Context: an optimization exercise on an open-source flow, tuned for small area. The choices shown serve that exercise and are no tape-out recipe. Function was checked by simulation only, so behaviour that the tests miss may differ from the original. The clock port is modelled as an ideal driver; clocking choices that lean on that would not hold on a real chip.

Setup of run X:
Design cfar_detector, start of the top module:
module cfar_detector #(
    parameter DATA_WIDTH = 16,
    parameter GUARD_CELLS = 4,
    parameter REFERENCE_CELLS = 16
)(
    input wire clk,
    input wire rst_n,
    input wire enable,
    input wire [DATA_WIDTH-1:0] data_in,
    input wire data_valid,
    input wire [15:0] threshold_scale,
    output reg [15:0] detected_range,
    output reg [15:0] detected_velocity,
    output reg target_detected
);
wire acc = enable & data_valid;
reg [15:0] dly [1:41];           
reg [20:0] rsum;                 
reg [15:0] cnt;                  
reg        warm;                 
reg        p1, p2;               
integer i;
always @(posedge clk) begin
    if (acc) begin
        dly[1] <= data_in;
        for (i = 2; i <= 41; i = i + 1)
            dly[i] <= dly[i-1];
    end
end
wire [5:0] c6 = cnt[5:0];
wire v16 = warm | (c6 >= 6'd16);
wire v21 = warm | (c6 >= 6'd21);
wire v25 = warm | (c6 >= 6'd25);
wire v41 = warm | (c6 >= 6'd41);
wire [15:0] t0  = data_in & {16{acc}};
wire [15:0] t16 = dly[16] & {16{v16 & acc}};
wire [15:0] t25 = dly[25] & {16{v25 & acc}};
wire [15:0] t41 = dly[41] & {16{v41 & acc}};
wire [20:0] rsa = {rs362, rs360, rs358, rs356, rc353, rc347, rc341, rc335, rc329, rc323, rc317, rc311, rc305, rc299, rc293, rc287, rc281, rc275, rs272, rc263, rs262};
wire [20:0] rsb = {1'b0, 1'b0, 1'b0, 1'b0, rs354, rs352, rs346, rs340, rs334, rs328, rs322, rs316, rs310, rs304, rs298, rs292, rs286, rs280, rs274, rs268, 1'b0};
wire rs260 = rsum[0] ^ t0[0] ^ t25[0];
wire rc261 = (rsum[0] & t0[0]) | (rsum[0] & t25[0]) | (t0[0] & t25[0]);
wire rs262 = ~t16[0] ^ ~t41[0] ^ rs260;
wire rc263 = (~t16[0] & ~t41[0]) | (~t16[0] & rs260) | (~t41[0] & rs260);
wire rs264 = rsum[1] ^ t0[1] ^ t25[1];
wire rc265 = (rsum[1] & t0[1]) | (rsum[1] & t25[1]) | (t0[1] & t25[1]);
wire rs266 = ~t16[1] ^ ~t41[1] ^ 1'b1;
wire rc267 = (~t16[1] & ~t41[1]) | (~t16[1] & 1'b1) | (~t41[1] & 1'b1);
  ...
For scale: roughly 1,400 cells after synthesis, about 69 I/O pins, ~27,000 um2 of cells after synthesis.
clock: 10.0 ns
lec_check: 0
cap_margin: 5
core_margin: 2
core_utilization: 70
slew_margin: 5
standard.sh (not shown) runs the stock make flow with config.mk's settings and CLKGATE_MAP_FILE= SYNTH_SCRIPT=/design/flow/synth_recipe.tcl, a recipe that flattens the netlist after the stock synthesis.
==> flow/flow/run.sh <==
#!/bin/bash
# Standard ORFS layout with these changes:
#  - after the standard synthesis, flow/fapol.py chooses the polarity of each full
#    adder (a full adder is self-dual) and of simple gates so that fewer inverters
#    are needed; registers and ports are left as the synthesis made them;
#  - input/output port buffers use the smallest buffer cell;
#  - one tie cell drives all constant-0 outputs;
#  - clock tree synthesis uses clkbuf_8 without dummy loads.
set -euo pipefail
export SKIP_REPAIR_TIE_FANOUT=1
export BUFFER_PORTS_ARGS="-buffer_cell sky130_fd_sc_hd__buf_1"
export CTS_ARGS="-sink_clustering_enable -repair_clock_nets -dont_use_dummy_load -buf_list sky130_fd_sc_hd__clkbuf_8 -sink_clustering_size 18 -sink_clustering_max_diameter 60"
R=orfs/results/${FLOW_PLATFORM}/cfar_detector/base
LIB=${FLOW_HOME}/platforms/${FLOW_PLATFORM}/lib/sky130_fd_sc_hd__tt_025C_1v80.lib
bash standard.sh synth > synth_make.log 2>&1
cp $R/1_2_yosys.v $R/1_2_yosys_standard.v
python3 flow/fapol.py $R/1_2_yosys_standard.v $R/1_2_yosys.v $LIB > fapol.log 2>&1
rm -f $R/1_synth.odb $R/1_synth.sdc
bash standard.sh finish > standard_make.log 2>&1
Other scripts of this flow, unchanged in this note and not shown: flow/flow/fapol.py
Run X finished all stages; the layout is clean.
Input-level comparison between run P and run X:
- a change of SLEW_MARGIN from 5 to 20
- a change of CAP_MARGIN from 5 to 20
==> run summary <==
Run X -> run P: pin count of the biggest net entering global routing flat
Run P vs. run X: total count of max-transition violations in the final report held, portion of the clock cycle consumed by the worst path in the final layout held, worst setup slack held.
Going from run X to run P, inverter count of the layout excluding clock inverters saw little to no change.

* * *

Another version of the RTL of cfar_detector (not shown whole).
For scale: roughly 1600 cells after synthesis, ~0.028 mm^2 of cells after synthesis.
==> flow/design.v (excerpt) <==
module cfar_detector #(
    parameter DATA_WIDTH = 16,
    parameter GUARD_CELLS = 4,
    parameter REFERENCE_CELLS = 16
)(
    input wire clk,
    input wire rst_n,
    input wire enable,
    input wire [DATA_WIDTH-1:0] data_in,
    input wire data_valid,
    input wire [15:0] threshold_scale,
    output reg [15:0] detected_range,
    output reg [15:0] detected_velocity,
    output reg target_detected
);
==> flow/config.mk <==
export PLATFORM = sky130hd
export DESIGN_NAME = cfar_detector
export DESIGN_NICKNAME = cfar_detector
export VERILOG_FILES = /design/flow/design.v
export SDC_FILE = /design/flow/constraint.sdc
export NUM_CORES = 4
export LEC_CHECK = 0
export CAP_MARGIN = 20
export CORE_MARGIN = 2
export CORE_UTILIZATION = 60
export SLEW_MARGIN = 20
==> flow/constraint.sdc <==
create_clock -name core_clock -period 10.0 [get_ports {clk}]
set_input_delay 2.0000 -clock core_clock [delete_from_list [all_inputs] [get_ports {clk}]]
set_output_delay 2.0000 -clock core_clock [all_outputs]
set_load 0.01 [all_outputs]
==> flow/flow/run.sh <==
#!/bin/bash
# Standard ORFS layout with two changes: input/output port buffers use the
# smallest buffer cell, and clock tree synthesis uses small clock buffers
# without dummy loads.
set -euo pipefail
export BUFFER_PORTS_ARGS="-buffer_cell sky130_fd_sc_hd__buf_1"
export CTS_ARGS="-sink_clustering_enable -repair_clock_nets -dont_use_dummy_load -buf_list sky130_fd_sc_hd__clkbuf_8 -sink_clustering_size 18 -sink_clustering_max_diameter 60"
bash standard.sh finish > standard_make.log 2>&1
The first run went through all stages and came out clean.
Next try:
==> flow/flow/run.sh (replaced) <==
#!/bin/bash
# Standard ORFS layout with two changes: input/output port buffers use the
# smallest buffer cell, and clock tree synthesis uses small clock buffers
# without dummy loads.
set -euo pipefail
export BUFFER_PORTS_ARGS="-buffer_cell sky130_fd_sc_hd__buf_1"
export CTS_ARGS="-sink_clustering_enable -repair_clock_nets -dont_use_dummy_load -buf_list sky130_fd_sc_hd__clkbuf_16 -sink_clustering_size 36 -sink_clustering_max_diameter 90"
bash standard.sh finish > standard_make.log 2>&1
=> Design area stays flat. Routed wire length is lower by 1.2%. Setup slack improved by 0.0050 ns.
Next try:
==> flow/flow/run.sh (replaced) <==
#!/bin/bash
# Standard ORFS layout with two changes: input/output port buffers use the
# smallest buffer cell, and clock tree synthesis uses small clock buffers
# without dummy loads.
set -euo pipefail
export BUFFER_PORTS_ARGS="-buffer_cell sky130_fd_sc_hd__buf_1"
export CTS_ARGS="-sink_clustering_enable -repair_clock_nets -dont_use_dummy_load -buf_list sky130_fd_sc_hd__clkbuf_8 -sink_clustering_size 16 -sink_clustering_max_diameter 60"
bash standard.sh finish > standard_make.log 2>&1
After rerunning:
- die area does not change
- design area rises slightly
- setup slack is better by 0.041 ns
Next try:
==> flow/flow/run.sh (replaced) <==
#!/bin/bash
# Standard ORFS layout with two changes: input/output port buffers use the
# smallest buffer cell, and clock tree synthesis uses small clock buffers
# without dummy loads.
set -euo pipefail
export BUFFER_PORTS_ARGS="-buffer_cell sky130_fd_sc_hd__buf_1"
export CTS_ARGS="-sink_clustering_enable -repair_clock_nets -dont_use_dummy_load -buf_list sky130_fd_sc_hd__clkbuf_16 -sink_clustering_size 28 -sink_clustering_max_diameter 70"
bash standard.sh finish > standard_make.log 2>&1
Effect:
- final area grows by about 0.8%
- worst hold slack stays flat
- register-to-register slack barely changes

* * *

cfar_detector, a different RTL version from the one above (not shown whole).
For scale: about 1400 cells after synthesis, ~69 I/O pins, about 28000 sq um of cells after synthesis.
export LEC_CHECK = 0
export CAP_MARGIN = 20
export CORE_MARGIN = 2
export CORE_UTILIZATION = 70
export SLEW_MARGIN = 20
create_clock -name core_clock -period 10.0 [get_ports {clk}]
==> flow/flow/run.sh <==
#!/bin/bash
# Standard ORFS layout with these changes:
#  - after the standard synthesis, flow/fapol.py chooses the polarity of each full
#    adder (a full adder is self-dual) and of simple gates so that fewer inverters
#    are needed; registers and ports are left as the synthesis made them;
#  - input/output port buffers use the smallest buffer cell;
#  - one tie cell drives all constant-0 outputs;
#  - clock tree synthesis uses clkbuf_8 without dummy loads.
set -euo pipefail
export SKIP_REPAIR_TIE_FANOUT=1
export BUFFER_PORTS_ARGS="-buffer_cell sky130_fd_sc_hd__buf_1"
export CTS_ARGS="-sink_clustering_enable -repair_clock_nets -dont_use_dummy_load -buf_list {sky130_fd_sc_hd__clkbuf_8 sky130_fd_sc_hd__clkbuf_16} -sink_clustering_size 24 -sink_clustering_max_diameter 70"
R=orfs/results/${FLOW_PLATFORM}/cfar_detector/base
LIB=${FLOW_HOME}/platforms/${FLOW_PLATFORM}/lib/sky130_fd_sc_hd__tt_025C_1v80.lib
bash standard.sh synth > synth_make.log 2>&1
cp $R/1_2_yosys.v $R/1_2_yosys_standard.v
python3 flow/fapol.py $R/1_2_yosys_standard.v $R/1_2_yosys.v $LIB > fapol.log 2>&1
rm -f $R/1_synth.odb $R/1_synth.sdc
bash standard.sh finish > standard_make.log 2>&1
Other scripts of this flow, unchanged in this note and not shown: flow/flow/fapol.py
Edit:
--- a/flow/flow/run.sh
+++ b/flow/flow/run.sh
@@ -11,3 +11,3 @@
 export BUFFER_PORTS_ARGS="-buffer_cell sky130_fd_sc_hd__buf_1"
-export CTS_ARGS="-sink_clustering_enable -repair_clock_nets -dont_use_dummy_load -buf_list {sky130_fd_sc_hd__clkbuf_8 sky130_fd_sc_hd__clkbuf_16} -sink_clustering_size 24 -sink_clustering_max_diameter 70"
+export CTS_ARGS="-sink_clustering_enable -repair_clock_nets -dont_use_dummy_load -buf_list sky130_fd_sc_hd__clkbuf_8 -sink_clustering_size 18 -sink_clustering_max_diameter 60"
 R=orfs/results/${FLOW_PLATFORM}/cfar_detector/base
What happened: The changed run went through all stages and came out clean. Final area goes down slightly. Cell count came out higher slightly. Setup slack gets better by 85 ps. Routed wire length drops by a few percent. Utilization shrinks by 0.71 points. Area after synthesis does not change. Clock-buffer cell count went up by 10.
Edit:
--- a/flow/flow/run.sh
+++ b/flow/flow/run.sh
@@ -11,3 +11,3 @@
 export BUFFER_PORTS_ARGS="-buffer_cell sky130_fd_sc_hd__buf_1"
-export CTS_ARGS="-sink_clustering_enable -repair_clock_nets -dont_use_dummy_load -buf_list sky130_fd_sc_hd__clkbuf_8 -sink_clustering_size 18 -sink_clustering_max_diameter 60"
+export CTS_ARGS="-sink_clustering_enable -repair_clock_nets -dont_use_dummy_load -buf_list sky130_fd_sc_hd__clkbuf_16 -sink_clustering_size 30 -sink_clustering_max_diameter 70"
 R=orfs/results/${FLOW_PLATFORM}/cfar_detector/base
Fmax is about the same; design area increases by 0.44%; clock-buffer cell count decreases by 16; setup slack barely changes; via count barely changes; non-clock buffer count is unchanged; synthesized area does not change.

* * *

harbor:
cfar_detector, a different RTL version from the one above (not shown whole).
Size: about 1,700 cells after synthesis, ~69 I/O pins, ~29,000 sq um of cells after synthesis.
export LEC_CHECK = 0
export CAP_MARGIN = 20
export CORE_MARGIN = 2
export CORE_UTILIZATION = 60
export SLEW_MARGIN = 20
create_clock -name core_clock -period 10.0 [get_ports {clk}]
==> flow/flow/run.sh <==
#!/bin/bash
# Standard ORFS layout with two changes: input/output port buffers use the
# smallest buffer cell, and clock tree synthesis uses small clock buffers
# without dummy loads.
set -euo pipefail
export BUFFER_PORTS_ARGS="-buffer_cell sky130_fd_sc_hd__buf_1"
export CTS_ARGS="-sink_clustering_enable -repair_clock_nets -dont_use_dummy_load -buf_list sky130_fd_sc_hd__clkbuf_8 -sink_clustering_size 20 -sink_clustering_max_diameter 80"
bash standard.sh finish > standard_make.log 2>&1
harbor: all stages complete, timing, DRC and antenna checks passed
Inputs modified between harbor and sierra:
==> flow/run.sh (new file) <==
#!/bin/bash
# synth_recipe.tcl (not shown) runs the flow's synth.tcl, then flattens the netlist and writes it again
# the make line also repeats each setting of config.mk as NAME=value (left out here)
make -C /OpenROAD-flow-scripts/flow DESIGN_CONFIG=/design/flow/config.mk WORK_HOME=/design/flow/orfs CLKGATE_MAP_FILE= SYNTH_SCRIPT=/design/flow/synth_recipe.tcl finish
--- a/flow/config.mk
+++ b/flow/config.mk
@@ -8,4 +8,5 @@
 export CAP_MARGIN = 20
 export CORE_MARGIN = 2
-export CORE_UTILIZATION = 60
+export CORE_UTILIZATION = 40
+export CTS_BUF_LIST = sky130_fd_sc_hd__clkbuf_4
 export SLEW_MARGIN = 20
removed: flow/flow/run.sh
removed: flow/standard.sh
- When sierra is set beside harbor, its worst-case setup margin in the final layout turns out to be 0.061 ns smaller.
- Post-placement cell count in sierra is 14% higher than in harbor
- Comparing sierra and harbor, core utilization is lower on sierra.
- Going from harbor to sierra, largest incremental delay on the critical path grows by 0.32 ns.
- Against harbor, sierra reports a count of clock-buffer cells in the layout that is higher.
For nickel, these inputs were changed with respect to sierra:
==> flow/flow/run.sh (new file) <==
#!/bin/bash
# Standard ORFS layout with two changes: input/output port buffers use the
# smallest buffer cell, and clock tree synthesis uses small clock buffers
# without dummy loads.
set -euo pipefail
export BUFFER_PORTS_ARGS="-buffer_cell sky130_fd_sc_hd__buf_1"
export CTS_ARGS="-sink_clustering_enable -repair_clock_nets -dont_use_dummy_load -buf_list sky130_fd_sc_hd__clkbuf_4 ${CTS_EXTRA:-}"
bash standard.sh finish > standard_make.log 2>&1
==> flow/standard.sh (new file) <==
#!/bin/bash
# synth_recipe.tcl (not shown) runs the flow's synth.tcl, then flattens the netlist and writes it again
# the make line also repeats each setting of config.mk as NAME=value (left out here)
make -C /OpenROAD-flow-scripts/flow DESIGN_CONFIG=/design/flow/config.mk WORK_HOME=/design/flow/orfs CLKGATE_MAP_FILE= SYNTH_SCRIPT=/design/flow/synth_recipe.tcl "${@:-finish}"
--- a/flow/config.mk
+++ b/flow/config.mk
@@ -8,5 +8,4 @@
 export CAP_MARGIN = 20
 export CORE_MARGIN = 2
-export CORE_UTILIZATION = 40
-export CTS_BUF_LIST = sky130_fd_sc_hd__clkbuf_4
+export CORE_UTILIZATION = 60
 export SLEW_MARGIN = 20
removed: flow/run.sh
Findings:
Of nickel and sierra, sierra shows the lower share of the final layout cell area in multi-input gates, with nickel above it. Post-route worst setup slack was lower in the run labelled sierra. Looking only at sequential share of layout area, and setting everything else aside, the higher value of nickel and sierra goes to nickel. Looking at critical path's slowest cell, the sky130_fd_sc_hd__clkdlybuf4s50_1 result is from sierra; the sky130_fd_sc_hd__buf_1 one comes from nickel. For number of cells in the design after placement, dividing the value from sierra by the value from nickel gives 1.14. nickel: final period demand of the worst path lower than sierra. Reported for nickel and sierra, post-synthesis register bit count turned out identical to the last digit. nickel ends up with higher maximum frequency than sierra does.

* * *

## lane 1
cfar_detector with an RTL version that a note above also has.
Size: roughly 1500 cells after synthesis, about 69 I/O pins, ~28000 µm² of cells after synthesis.
clock: 10.0 ns
lec_check: 0
cap_margin: 20
core_margin: 2
core_utilization: 70
slew_margin: 20
==> flow/flow/run.sh <==
#!/bin/bash
# Standard ORFS layout with these changes:
#  - after the standard synthesis, flow/fapol.py chooses the polarity of each full
#    adder (a full adder is self-dual) and of simple gates so that fewer inverters
#    are needed; registers and ports are left as the synthesis made them;
#  - input/output port buffers use the smallest buffer cell;
#  - clock tree synthesis uses clkbuf_8 without dummy loads.
set -euo pipefail
export BUFFER_PORTS_ARGS="-buffer_cell sky130_fd_sc_hd__buf_1"
export CTS_ARGS="-sink_clustering_enable -repair_clock_nets -dont_use_dummy_load -buf_list sky130_fd_sc_hd__clkbuf_8 -sink_clustering_size 18 -sink_clustering_max_diameter 60"
R=orfs/results/${FLOW_PLATFORM}/cfar_detector/base
LIB=${FLOW_HOME}/platforms/${FLOW_PLATFORM}/lib/sky130_fd_sc_hd__tt_025C_1v80.lib
bash standard.sh synth > synth_make.log 2>&1
cp $R/1_2_yosys.v $R/1_2_yosys_standard.v
python3 flow/fapol.py $R/1_2_yosys_standard.v $R/1_2_yosys.v $LIB > fapol.log 2>&1
rm -f $R/1_synth.odb $R/1_synth.sdc
bash standard.sh finish > standard_make.log 2>&1
Other scripts of this flow, unchanged in this note and not shown: flow/flow/fapol.py
--- input diff lane 1..lane 2 ---
- CORE_UTILIZATION: 70 -> 75
--- a/flow/flow/run.sh
+++ b/flow/flow/run.sh
@@ -5,6 +5,8 @@
 #    are needed; registers and ports are left as the synthesis made them;
 #  - input/output port buffers use the smallest buffer cell;
+#  - one tie cell drives all constant-0 outputs;
 #  - clock tree synthesis uses clkbuf_8 without dummy loads.
 set -euo pipefail
+export SKIP_REPAIR_TIE_FANOUT=1
 export BUFFER_PORTS_ARGS="-buffer_cell sky130_fd_sc_hd__buf_1"
 export CTS_ARGS="-sink_clustering_enable -repair_clock_nets -dont_use_dummy_load -buf_list sky130_fd_sc_hd__clkbuf_8 -sink_clustering_size 18 -sink_clustering_max_diameter 60"
Notes after the runs:
- Via count ended up about 1.5% higher on lane 2 than on lane 1.
- Delta (lane 2 minus lane 1): met3 wire length went up 28%.
- Summary: with lane 1 as the reference, number of nets in the layout in lane 2 moved down slightly.
- What lane 1 reported for die area has to be multiplied by 0.935 to get the figure for lane 2.
- Lane 1 → lane 2: fraction of the core area covered by cells at the end of the flow went up; overall routed net length up 5.7%.
- Between lane 1 and lane 2, largest stage delay on the critical path decreased.
## Diff of input files: lane 3 against lane 2
- CORE_UTILIZATION changed from 75 to 70
### Flow results
Of lane 3 and lane 2, the higher final area belongs to lane 3.
When the final numbers for lane 3 and lane 2 were put side by side, the detailed-placement wirelength estimate turned out to be greater in lane 2.
[compare] base=lane 2 new=lane 3: total met3 wirelength after detailed routing up 3.8%, fmax down 0.74%, total stage count of the critical path flat.
Compared to lane 2, lane 3 has global-route usage 2.9 points lower.
Lane 3: full flow OK, the timing, DRC and antenna checks passed
Across both runs, signed area change from the synthesized netlist to the final layout was higher for lane 3 than for lane 2.
On fraction of area in multi-input gates, lane 3 and lane 2 are basically level.

==> afterwards: timing with drivers on the ports <==
Ports are ideal in the flow. The routed layouts listed here were re-timed in OpenROAD.
Step 1 assumes that a clkbuf_16 drives the clock port and a buf_2 every other input.
Step 2 moves the port delays by t, midway between the first and last clock arrival at a register: inputs arrive t later, outputs are due t later. That takes back most of the time a late clock gives input paths.
Three values: no drivers, after step 1, after step 2; two values: the first two.
run	shift t [ns]	setup slack, ns	worst slew at a driven data input, ns
run X	0.663	0.611 / 0.607 / -0.056	0.06
run P	0.663	0.611 / 0.607 / -0.056	0.06
the first run of note 2	0.670	1.188 / 1.198 / 0.528	0.06
the second run of note 2	0.625	1.193 / 1.208 / 0.583	0.07
the third run of note 2	0.673	1.235 / 1.244 / 0.570	0.07
the fourth run of note 2	0.595	1.104 / 1.118 / 0.523	0.07
the first run of note 3	0.595	0.760 / 0.791 / 0.196	0.05
the second run of note 3	0.653	0.845 / 0.871 / 0.217	0.04
the third run of note 3	0.637	0.844 / 0.876 / 0.239	0.04
harbor	0.655	2.151 / 2.182 / 1.527	0.05
sierra	0.994	2.090 / 2.113 / 1.119	0.06
nickel	0.953	2.462 / 2.494 / 1.541	0.05
lane 1	0.652	0.889 / 0.916 / 0.264	0.05
lane 2	0.680	0.925 / 0.956 / 0.276	0.06
lane 3	0.663	0.857 / 0.885 / 0.222	0.04
With both steps, setup timing fails in run X and run P, where it was met with ideal ports. For sierra, which loses most, drivers alone change the setup slack by +0.023 ns; drivers and shift together by -0.971 ns.
